This is an optimization exercise on Yosys and OpenROAD, whose aim is small area, a short achievable clock period and few clock cycles per item, not a production implementation. At most, simulation tests tie the RTL to the original design; equivalence was not proved.

==> xenon: inputs <==
Design milestone1, start of the top module:
module milestone1 (
    input  logic        CLOCK_50_I,
    input  logic        resetn,
    input  logic        M1_start,
    input  logic [15:0] SRAM_read_data,
    output logic [15:0] SRAM_write_data,
    output logic [17:0] SRAM_address,
    output logic        SRAM_we_n,
    output logic        M1_done
);
==> flow/config.mk <==
export PLATFORM = sky130hd
export DESIGN_NAME = milestone1
export DESIGN_NICKNAME = milestone1
export VERILOG_FILES = /design/flow/design.v
export SDC_FILE = /design/flow/constraint.sdc
export NUM_CORES = 4
export LEC_CHECK = 0
export CAP_MARGIN = 20
export CORE_MARGIN = 2
export CORE_UTILIZATION = 55
export CTS_BUF_LIST = sky130_fd_sc_hd__clkbuf_16
export CTS_CLUSTER_DIAMETER = 80
export CTS_CLUSTER_SIZE = 24
export PLACE_DENSITY = 0.7
export SETUP_SLACK_MARGIN = 5
export SLEW_MARGIN = 20
export SYNTH_HIERARCHICAL = 1
export SYNTH_MINIMUM_KEEP_SIZE = 0
==> flow/constraint.sdc <==
create_clock -name core_clock -period 10.5 [get_ports {CLOCK_50_I}]
set_input_delay 2.1000 -clock core_clock [delete_from_list [all_inputs] [get_ports {CLOCK_50_I}]]
set_output_delay 2.1000 -clock core_clock [all_outputs]
set_load 0.01 [all_outputs]
standard.sh (not shown) runs the stock make flow with config.mk's settings and CLKGATE_MAP_FILE= SYNTH_SCRIPT=/design/flow/synth_recipe.tcl, a recipe that flattens the netlist after the stock synthesis.
==> flow/flow/run.sh <==
#!/bin/bash
set -euo pipefail
sed 's/SETUP_SLACK_MARGIN=5 /SETUP_SLACK_MARGIN=7 /' standard.sh > standard_m.sh
grep -q 'SETUP_SLACK_MARGIN=7 ' standard_m.sh
bash standard_m.sh > standard_m.log 2>&1
==> inputs of delta, as changes to xenon <==
--- a/flow/design.v
+++ b/flow/design.v
@@ -18,64 +18,55 @@
 logic        wr;           
 logic [4:0]  ph;           
 logic [15:0] k;            
 logic [7:0]  jc;           
 logic [17:0] wa;           
-logic [7:0] us [0:6];
-logic [7:0] vs [0:6];
+logic [7:0] us [0:5];
+logic [7:0] vs [0:5];
+logic [7:0] ubuf, vbuf;
+wire u_in = !k[0];                  
 always_ff @(posedge CLOCK_50_I) begin
     if (ph[1]) begin
-        if (!k[0]) begin
-            us[0] <= us[2]; us[1] <= us[3]; us[2] <= us[4]; us[3] <= us[5]; us[4] <= us[6];
-            us[5] <= SRAM_read_data[15:8]; us[6] <= SRAM_read_data[7:0];
-        end else begin
-            vs[0] <= vs[2]; vs[1] <= vs[3]; vs[2] <= vs[4]; vs[3] <= vs[5]; vs[4] <= vs[6];
-            vs[5] <= SRAM_read_data[15:8]; vs[6] <= SRAM_read_data[7:0];
-        end
+        us[0] <= us[1]; us[1] <= us[2]; us[2] <= us[3]; us[3] <= us[4]; us[4] <= us[5];
+        us[5] <= u_in ? SRAM_read_data[15:8] : ubuf;
+        if (u_in) ubuf <= SRAM_read_data[7:0];
+        vs[0] <= vs[1]; vs[1] <= vs[2]; vs[2] <= vs[3]; vs[3] <= vs[4]; vs[4] <= vs[5];
+        vs[5] <= !u_in ? SRAM_read_data[15:8] : vbuf;
+        if (!u_in) vbuf <= SRAM_read_data[7:0];
     end
 end
 logic use_v;                        
-logic c_odd;
-logic sA, sB, sC, sD, sE, sF, sG, sH, sI, sJ, sK, sL;
+logic c_j0, c_j1, c_j157, c_j158, c_j159, c_n01, c_n89, c_n789;    
 wire j0 = (jc == 8'd0), j1 = (jc == 8'd1), j157 = (jc == 8'd157);
 wire j158 = (jc == 8'd158), j159 = (jc == 8'd159);
-wire ne = !jc[0] && !j0 && !j158;
-wire no = jc[0] && !j1 && !j157 && !j159;
 always_ff @(posedge CLOCK_50_I) begin
-    use_v <= ph[0];
-    c_odd <= jc[0];
-    sA <= j157 | j159 | no;
-    sB <= j1 | j158 | ne;
-    sC <= j0;
-    sD <= jc[0];
-    sE <= j158 | ne;
-    sF <= !jc[0];
-    sG <= j159;
-    sH <= j1 | j157 | no;
-    sI <= j1 | j157 | j158 | no;
-    sJ <= j0 | ne;
-    sK <= j157 | j158;
-    sL <= j1 | no;
+    use_v  <= ph[0];
+    c_j0   <= j0;
+    c_j1   <= j1;
+    c_j157 <= j157;
+    c_j158 <= j158;
+    c_j159 <= j159;
+    c_n01  <= !(j0 | j1);
+    c_n89  <= !(j158 | j159);
+    c_n789 <= !(j157 | j158 | j159);
 end
-wire c_j159 = sG;
 wire [7:0] S0 = use_v ? vs[0] : us[0];
 wire [7:0] S1 = use_v ? vs[1] : us[1];
 wire [7:0] S2 = use_v ? vs[2] : us[2];
 wire [7:0] S3 = use_v ? vs[3] : us[3];
 wire [7:0] S4 = use_v ? vs[4] : us[4];
 wire [7:0] S5 = use_v ? vs[5] : us[5];
-wire [7:0] S6 = use_v ? vs[6] : us[6];
 function automatic [7:0] pick(input [3:0] sel, input [7:0] a, input [7:0] b,
                               input [7:0] c, input [7:0] d);
     pick = ({8{sel[0]}} & a) | ({8{sel[1]}} & b) | ({8{sel[2]}} & c) | ({8{sel[3]}} & d);
 endfunction
-wire [7:0] x0 = pick({1'b0, sC, sB, sA}, S0, S1, S3, 8'd0);
-wire [7:0] x1 = pick({1'b0, sC, sE, sD}, S1, S2, S3, 8'd0);
-wire [7:0] x2 = pick({2'b0, sF, sD}, S2, S3, 8'd0, 8'd0);
-wire [7:0] x3 = pick({1'b0, sF, sH, sG}, S2, S3, S4, 8'd0);
-wire [7:0] x4 = pick({1'b0, sJ, sI, sG}, S2, S4, S5, 8'd0);
-wire [7:0] x5 = pick({sJ, sL, sK, sG}, S2, S4, S5, S6);
+wire [7:0] x0 = pick({1'b0, c_j0, c_j1, c_n01}, S0, S1, S2, 8'd0);
+wire [7:0] x1 = c_j0 ? S2 : S1;
+wire [7:0] x2 = S2;
+wire [7:0] x3 = c_j159 ? S2 : S3;
+wire [7:0] x4 = pick({1'b0, c_j159, c_j158, c_n89}, S4, S3, S2, 8'd0);
+wire [7:0] x5 = pick({c_j159, c_j158, c_j157, c_n789}, S5, S4, S3, S2);
 logic [8:0] a1, a2, a3;
 wire [8:0] a1_n, a2_n, a3_n;
 m1_tap u_tap (.x0(x0), .x1(x1), .x2(x2), .x3(x3), .x4(x4), .x5(x5),
     .a1(a1_n), .a2(a2_n), .a3(a3_n));
 always_ff @(posedge CLOCK_50_I) begin
@@ -99,12 +90,12 @@
 logic [8:0] op_u, op_v;             
 logic [8:0] fvr;                    
 logic [8:0] w;
 logic [10:0] w3;
 logic isb;                          
-wire [7:0] ue = c_odd ? us[2] : us[3];    
-wire [7:0] ve = c_odd ? vs[2] : vs[1];    
+wire [7:0] ue = us[2];              
+wire [7:0] ve = vs[1];              
 wire [8:0] ue_w = {ue[7], ~ue[7], ue[6:0]};
 wire [8:0] ve_w = {ve[7], ~ve[7], ve[6:0]};
 wire [8:0] w_n = ph[2] ? ue_w : ph[3] ? op_v : ph[4] ? fvr : op_u;
 always_ff @(posedge CLOCK_50_I) begin
     fvr <= fw;
==> flow/flow/run.sh (replaced) <==
#!/bin/bash
set -euo pipefail
sed "s/SETUP_SLACK_MARGIN=5 /SETUP_SLACK_MARGIN=7 BUFFER_PORTS_ARGS='-buffer_cell sky130_fd_sc_hd__buf_1' /" standard.sh > standard_m.sh
grep -q 'SETUP_SLACK_MARGIN=7 ' standard_m.sh
bash standard_m.sh > standard_m.log 2>&1
- ABC_AREA: default -> 1
- CORE_UTILIZATION: 55 -> 40
- PLACE_DENSITY: 0.7 -> default
- SYNTH_HIERARCHICAL: 1 -> 0
- SYNTH_MINIMUM_KEEP_SIZE: 0 -> default
==> comparison table <==
item	delta	xenon
Outcome	no timing/DRC/antenna violations	no timing/DRC/antenna violations
Multi-input gate area	11800 um^2	12700 um^2
Inverter count of the layout excluding clock inverters	483	357
Total non-filler cell area in the finished layout	25800 um^2	26300 um^2
Worst hold path startpoint	a3[5]	a3[0]
Maximum number of pins on one net before global-route repair	84	73
Standard cell with the maximum stage delay on the critical path	fa_2	fa_1
Clock skew	26.7 ps	32.2 ps
Sequential cell area	9740 um^2	9820 um^2
Testbench counts of xenon, summed over its fixed seeds: cycles 1,152,162, pixels 460,800.
Testbench counts of delta, summed over its fixed seeds: cycles 1,152,162, pixels 460,800.


==> run K <==
Another version of the RTL of milestone1 (not shown whole).
Settings: LEC_CHECK=0, CAP_MARGIN=20, CORE_MARGIN=2, CORE_UTILIZATION=40, SETUP_SLACK_MARGIN=5, SLEW_MARGIN=20, SYNTH_HIERARCHICAL=1, SYNTH_MINIMUM_KEEP_SIZE=0; clock period 10.5 ns.
==> flow/flow/run.sh <==
#!/bin/bash
set -euo pipefail
sed 's/SETUP_SLACK_MARGIN=5 /SETUP_SLACK_MARGIN=7.6 /' standard.sh > standard_m.sh
grep -q 'SETUP_SLACK_MARGIN=7.6 ' standard_m.sh
bash standard_m.sh > standard_m.log 2>&1
==> inputs of run A, as changes to run K <==
==> flow/flow/run.sh (replaced) <==
#!/bin/bash
set -euo pipefail
sed 's/SETUP_SLACK_MARGIN=5 /SETUP_SLACK_MARGIN=7 /' standard.sh > standard_m.sh
grep -q 'SETUP_SLACK_MARGIN=7 ' standard_m.sh
bash standard_m.sh > standard_m.log 2>&1
==> comparison table <==
                                                                run K              run A
Global router's overall resource usage                          0.191              0.192
Clock insertion delay at the later pin of the skew report     0.62 ns            0.60 ns
Signal arrival time at the worst endpoint                     3.86 ns            3.99 ns
Number of gates resized after CTS                                 320                 53
Cts bufs inserted                                                  46                 48
Detail-routed net length per standard cell                    18.7 um            19.0 um
Buffers excl. clock                                               212                129
Met2 track demand over resource in global routing               0.320              0.321
Seq/total area                                                  0.305              0.324
Total area of sequential cells                               9980 um2           9960 um2
Final-layout worst hold slack                                0.366 ns           0.390 ns
Global-route wire length before repair                      106000 um          107000 um
Worst-margin pin slew                                         1.03 ns           0.893 ns
Buffers inserted during post-CTS setup optimization                99                 32
DRT met1 WL                                                  29900 um           30600 um
Final weighted congestion in routability-driven placement       0.935              0.947
Number of global-route vias before repair                       19000              18700
Run status                           no timing/DRC/antenna violations  no timing/DRC/antenna violations
No run of this note included a check of the RTL's function; only the layout flow was run.


==> build 33: inputs <==
milestone1, a different RTL version from the one above (not shown whole).
// milestone1
module milestone1 (
    input  logic        CLOCK_50_I,
    input  logic        resetn,
    input  logic        M1_start,
    input  logic [15:0] SRAM_read_data,
    output logic [15:0] SRAM_write_data,
    output logic [17:0] SRAM_address,
    output logic        SRAM_we_n,
    output logic        M1_done
);
localparam logic [17:0] U_BASE   = 18'd38400;
localparam logic [17:0] V_BASE   = 18'd57600;
localparam logic [17:0] RGB_BASE = 18'd146944;
logic        run;          
logic        pro_n;        
logic [2:0]  pro;          
logic        first;        
logic [4:0]  ph;           
logic [7:0]  jc;           
logic [14:0] cw;           
logic [15:0] yc;           
logic [17:0] wa;           
wire odd_slot = jc[0];
logic [7:0] us [0:6];
logic [7:0] vs [0:6];
logic [15:0] yw;                    
always_ff @(posedge CLOCK_50_I) begin
    if (run && ph[2]) begin
        if (!odd_slot) begin
  ...
make LEC_CHECK=0 CAP_MARGIN=20 CORE_MARGIN=2 CORE_UTILIZATION=40 SETUP_SLACK_MARGIN=5 SLEW_MARGIN=20 finish   # period 10.5 ns
run.sh (not shown) runs the stock make flow with config.mk's settings and CLKGATE_MAP_FILE= SYNTH_SCRIPT=/design/flow/synth_recipe.tcl, a recipe that flattens the netlist after the stock synthesis.
Stock flow here: none of the scripts above is used.
==> build 38 (differences from build 33) <==
- SYNTH_HIERARCHICAL: default -> 1
- SYNTH_MINIMUM_KEEP_SIZE: default -> 0
==> trial 1 (differences from build 33) <==
--- a/flow/design.v
+++ b/flow/design.v
@@ -11,36 +11,32 @@
     output logic        M1_done
 );
 localparam logic [17:0] U_BASE   = 18'd38400;
 localparam logic [17:0] V_BASE   = 18'd57600;
 localparam logic [17:0] RGB_BASE = 18'd146944;
 logic        run;          
 logic        pro_n;        
-logic [2:0]  pro;          
-logic        first;        
+logic        wr12;         
 logic [4:0]  ph;           
 logic [7:0]  jc;           
-logic [14:0] cw;           
 logic [15:0] yc;           
 logic [17:0] wa;           
 wire odd_slot = jc[0];
 logic [7:0] us [0:6];
 logic [7:0] vs [0:6];
-logic [15:0] yw;                    
 always_ff @(posedge CLOCK_50_I) begin
     if (run && ph[2]) begin
         if (!odd_slot) begin
             us[0] <= us[2]; us[1] <= us[3]; us[2] <= us[4]; us[3] <= us[5]; us[4] <= us[6];
             us[5] <= SRAM_read_data[15:8]; us[6] <= SRAM_read_data[7:0];
         end else begin
             vs[0] <= vs[2]; vs[1] <= vs[3]; vs[2] <= vs[4]; vs[3] <= vs[5]; vs[4] <= vs[6];
             vs[5] <= SRAM_read_data[15:8]; vs[6] <= SRAM_read_data[7:0];
         end
     end
-    if (ph[1]) yw <= SRAM_read_data;
 end
 logic use_v;                        
 logic c_j0, c_j1, c_j157, c_j158, c_j159, c_odd;    
 always_ff @(posedge CLOCK_50_I) begin
     use_v  <= ph[2];
     c_j0   <= (jc == 8'd0);
     c_j1   <= (jc == 8'd1);
@@ -70,26 +66,34 @@
 always_ff @(posedge CLOCK_50_I) begin
     a1 <= x0 + x5;
     a2 <= x1 + x4;
     a3 <= x2 + x3;
 end
 wire [8:0] fw;                      
 m1_filter u_filter (.a1(a1), .a2(a2), .a3(a3), .fs(fw));
-logic [8:0] uo, vo;                 
-always_ff @(posedge CLOCK_50_I) begin
-    if (ph[3]) uo <= fw;
-    if (ph[4]) vo <= fw;
-end
-logic even_px;                      
-always_ff @(posedge CLOCK_50_I) even_px <= ph[1];
+logic [7:0] op_y, ylo;
+logic [8:0] op_u, op_v;             
 wire [7:0] ue = c_odd ? us[2] : us[3];    
 wire [7:0] ve = c_odd ? vs[4] : vs[3];    
-wire [7:0] py = even_px ? yw[15:8] : yw[7:0];
-wire [8:0] pu = even_px ? {ue[7], ~ue[7], ue[6:0]} : uo;    
-wire [8:0] pv = even_px ? {ve[7], ~ve[7], ve[6:0]} : vo;    
+always_ff @(posedge CLOCK_50_I) begin
+    if (ph[1]) begin
+        op_y <= SRAM_read_data[15:8];
+        ylo  <= SRAM_read_data[7:0];
+        op_u <= {ue[7], ~ue[7], ue[6:0]};
+        op_v <= {ve[7], ~ve[7], ve[6:0]};
+    end
+    if (ph[3]) op_u <= fw;
+    if (ph[4]) begin
+        op_y <= ylo;
+        op_v <= fw;
+    end
+end
+wire [7:0] py = op_y;
+wire [8:0] pu = op_u;
+wire [8:0] pv = op_v;
 wire ku = ~pu[8] & ~pu[7];
 wire kv = ~pv[8] & ~pv[7];
 wire [10:0] tr, tg, tb;             
 m1_engine u_engine (.py(py), .pu(pu), .pv(pv), .tr(tr), .tg(tg), .tb(tb));
 function automatic [7:0] clip(input [10:0] t, input kill);
     clip = {8{~kill & t[10]}} & ({8{t[9] | t[8]}} | t[7:0]);
 endfunction
@@ -100,31 +104,29 @@
 always_ff @(posedge CLOCK_50_I) begin
     if (ph[2]) b0 <= cb;
     if (ph[2])      SRAM_write_data <= {cr, cg};
     else if (ph[0]) SRAM_write_data <= {b0, cr};
     else            SRAM_write_data <= {cg, cb};
 end
 wire writing = run & pro_n;
+wire [15:0] yc3 = yc + 16'd3;
+wire [14:0] cw = yc3[15:1];
 always_ff @(posedge CLOCK_50_I) begin
     if (!run) begin
-        pro <= 3'd3;
-        first <= 1'b1;
+        wr12 <= 1'b0;
         jc <= 8'd156;
-        cw <= 15'd0;
-        yc <= 16'd0;
+        yc <= 16'hFFFD;
         wa <= RGB_BASE;
     end else begin
-        if ((ph[0] || ph[1]) && writing && !first) wa <= wa + 18'd1;
+        if ((ph[0] || ph[1]) && wr12) wa <= wa + 18'd1;
         if (ph[2] && writing) wa <= wa + 18'd1;
-        if (ph[3] && (writing || pro == 3'd0)) yc <= yc + 16'd1;
+        if (ph[3]) yc <= yc + 16'd1;
         if (ph[4]) begin
-            jc <= (jc == 8'd159) ? 8'd0 : jc + 8'd1;
-            if (!jc[0]) cw <= cw + 15'd1;          
-            if (!pro_n) pro <= pro - 3'd1;
-            else first <= 1'b0;
+            jc <= c_j159 ? 8'd0 : jc + 8'd1;
+            wr12 <= pro_n;
         end
     end
 end
 always_ff @(posedge CLOCK_50_I or negedge resetn) begin
     if (!resetn) begin
         run <= 1'b0;
         pro_n <= 1'b0;
@@ -140,19 +142,19 @@
             SRAM_address <= U_BASE;
         end
         SRAM_we_n <= 1'b1;
     end else begin
         ph <= {ph[3:0], ph[4]};
         if (ph[0] || ph[1]) begin                  
             SRAM_address <= wa;
-            SRAM_we_n <= !(writing && !first);
+            SRAM_we_n <= !wr12;
         end
         if (ph[2]) begin                           
             SRAM_address <= wa;
-            if (!first && wa == 18'd0) begin
+            if (wr12 && wa == 18'd0) begin
                 run <= 1'b0;
                 M1_done <= 1'b1;
                 SRAM_we_n <= 1'b1;
             end else begin
                 SRAM_we_n <= !writing;
             end
         end
@@ -160,15 +162,15 @@
             SRAM_address <= {2'd0, yc};
             SRAM_we_n <= 1'b1;
         end
         if (ph[4]) begin                           
             SRAM_we_n <= 1'b1;
             if (jc[0]) SRAM_address <= U_BASE + {3'd0, cw};      
             else       SRAM_address <= V_BASE + {3'd0, cw};      
-            if (!pro_n && pro == 3'd0) pro_n <= 1'b1;
+            if (c_j159) pro_n <= 1'b1;
         end
     end
 end
 endmodule
 module m1_engine (
     input  wire [7:0] py,
     input  wire [8:0] pu,
- SYNTH_HIERARCHICAL: default -> 1
- SYNTH_MINIMUM_KEEP_SIZE: default -> 0
==> build 31 (differences from build 33) <==
--- a/flow/design.v
+++ b/flow/design.v
@@ -21,26 +21,24 @@
 logic [7:0]  jc;           
 logic [14:0] cw;           
 logic [15:0] yc;           
 logic [17:0] wa;           
 wire odd_slot = jc[0];
 logic [7:0] us [0:6];
 logic [7:0] vs [0:6];
-logic [15:0] yw;                    
 always_ff @(posedge CLOCK_50_I) begin
     if (run && ph[2]) begin
         if (!odd_slot) begin
             us[0] <= us[2]; us[1] <= us[3]; us[2] <= us[4]; us[3] <= us[5]; us[4] <= us[6];
             us[5] <= SRAM_read_data[15:8]; us[6] <= SRAM_read_data[7:0];
         end else begin
             vs[0] <= vs[2]; vs[1] <= vs[3]; vs[2] <= vs[4]; vs[3] <= vs[5]; vs[4] <= vs[6];
             vs[5] <= SRAM_read_data[15:8]; vs[6] <= SRAM_read_data[7:0];
         end
     end
-    if (ph[1]) yw <= SRAM_read_data;
 end
 logic use_v;                        
 logic c_j0, c_j1, c_j157, c_j158, c_j159, c_odd;    
 always_ff @(posedge CLOCK_50_I) begin
     use_v  <= ph[2];
     c_j0   <= (jc == 8'd0);
     c_j1   <= (jc == 8'd1);
@@ -70,26 +68,34 @@
 always_ff @(posedge CLOCK_50_I) begin
     a1 <= x0 + x5;
     a2 <= x1 + x4;
     a3 <= x2 + x3;
 end
 wire [8:0] fw;                      
 m1_filter u_filter (.a1(a1), .a2(a2), .a3(a3), .fs(fw));
-logic [8:0] uo, vo;                 
-always_ff @(posedge CLOCK_50_I) begin
-    if (ph[3]) uo <= fw;
-    if (ph[4]) vo <= fw;
-end
-logic even_px;                      
-always_ff @(posedge CLOCK_50_I) even_px <= ph[1];
+logic [7:0] op_y, ylo;
+logic [8:0] op_u, op_v;             
 wire [7:0] ue = c_odd ? us[2] : us[3];    
 wire [7:0] ve = c_odd ? vs[4] : vs[3];    
-wire [7:0] py = even_px ? yw[15:8] : yw[7:0];
-wire [8:0] pu = even_px ? {ue[7], ~ue[7], ue[6:0]} : uo;    
-wire [8:0] pv = even_px ? {ve[7], ~ve[7], ve[6:0]} : vo;    
+always_ff @(posedge CLOCK_50_I) begin
+    if (ph[1]) begin
+        op_y <= SRAM_read_data[15:8];
+        ylo  <= SRAM_read_data[7:0];
+        op_u <= {ue[7], ~ue[7], ue[6:0]};
+        op_v <= {ve[7], ~ve[7], ve[6:0]};
+    end
+    if (ph[3]) op_u <= fw;
+    if (ph[4]) begin
+        op_y <= ylo;
+        op_v <= fw;
+    end
+end
+wire [7:0] py = op_y;
+wire [8:0] pu = op_u;
+wire [8:0] pv = op_v;
 wire ku = ~pu[8] & ~pu[7];
 wire kv = ~pv[8] & ~pv[7];
 wire [10:0] tr, tg, tb;             
 m1_engine u_engine (.py(py), .pu(pu), .pv(pv), .tr(tr), .tg(tg), .tb(tb));
 function automatic [7:0] clip(input [10:0] t, input kill);
     clip = {8{~kill & t[10]}} & ({8{t[9] | t[8]}} | t[7:0]);
 endfunction
- SYNTH_HIERARCHICAL: default -> 1
- SYNTH_MINIMUM_KEEP_SIZE: default -> 0
==> flow_summary.toml <==
[global_routing]
grt_use_met3_pct = 2.73
grt_pass1_vias = 17500

[setup_path]
critPathSlowestCell = "fa_1"
reg2regPathDepth = 21

[run_status]
status = "no timing/DRC/antenna violations"

[place]
placed_cells = 3134
gp_congestion = 0.972

[final_layout]
multi_input_area_share_pct = 54.1
the above is filed under build 31

==> flow_summary.toml <==
[setup_path]
reg2regPathDepth = 22

[global_routing]
grt_pass1_vias = 17500
grt_use_met3_pct = 4.11
grtUsageMet2_pct = 34.2

[yosys]
synth_top_cell_by_area = "fa_1"

[run_status]
status = "no timing/DRC/antenna violations"

[final_layout]
multiInputGateArea_mm2 = 0.0154
multi_input_area_share_pct = 54.4

[place]
placed_cells = 3114

[min_path]
holdPathStages = 0
the above is filed under build 38

==> flow_summary.toml <==
[place]
gp_congestion = 0.918
placed_cells = 3116

[final_layout]
multi_input_area_share_pct = 53.5

[run_status]
status = "no timing/DRC/antenna violations"

[global_routing]
grt_use_met3_pct = 3.30

[setup_path]
critPathSlowestCell = "fa_1"
reg2regPathDepth = 19
the above is filed under build 33

==> flow_summary.toml <==
[final_layout]
multi_input_area_share_pct = 54.6

[setup_path]
critPathSlowestCell = "fa_1"
reg2regPathDepth = 20

[place]
placed_cells = 3077
gp_congestion = 0.943

[run_status]
status = "no timing/DRC/antenna violations"

[global_routing]
grt_pass1_vias = 17200
grt_use_met3_pct = 3.01
the above is filed under trial 1

Testbench counts of trial 1, summed over its fixed seeds: cycles 1,152,150, pixels 460,800.
Only the layout flow was run in build 33, build 38 and build 31; the RTL was not checked for function there.

what the ideal ports hide:
The flow's constraints put no driver on any port. The routed layouts listed below were extracted and timed again, unchanged, in two steps.
Step 1: set_driving_cell puts a clkbuf_16 on CLOCK_50_I and a buf_2 on each other input, an assumption about the parent block.
Step 2 also shifts input and output timing later by t, the mid clock arrival at the registers, as if the neighbouring blocks saw the same clock.
Slacks: ideal ports / drivers / drivers and shift; pairs: ideal ports / drivers.
run | t (ns) | setup WS [ns] | hold slack, ns
xenon | 0.625 | 6.991 / 6.991 / 6.564 | 0.379 / 0.379 / 0.379
delta | 0.646 | 7.101 / 7.044 / 6.899 | 0.404 / 0.404 / 0.404
run K | 0.659 | 7.104 / 7.071 / 6.981 | 0.366 / 0.366 / 0.366
run A | 0.655 | 6.991 / 6.991 / 6.686 | 0.390 / 0.390 / 0.390
build 33 | 0.643 | 4.748 / 4.748 / 4.748 | 0.446 / 0.446 / 0.446
build 38 | 0.629 | 5.000 / 5.000 / 5.000 | 0.447 / 0.447 / 0.447
trial 1 | 0.643 | 5.197 / 5.197 / 5.197 | 0.437 / 0.437 / 0.437
build 31 | 0.624 | 5.175 / 5.175 / 5.175 | 0.426 / 0.426 / 0.426
After both steps every run listed still meets setup and hold. The setup slack of xenon, which loses most, moves by 0.000 ns with the drivers and by -0.427 ns with both steps.
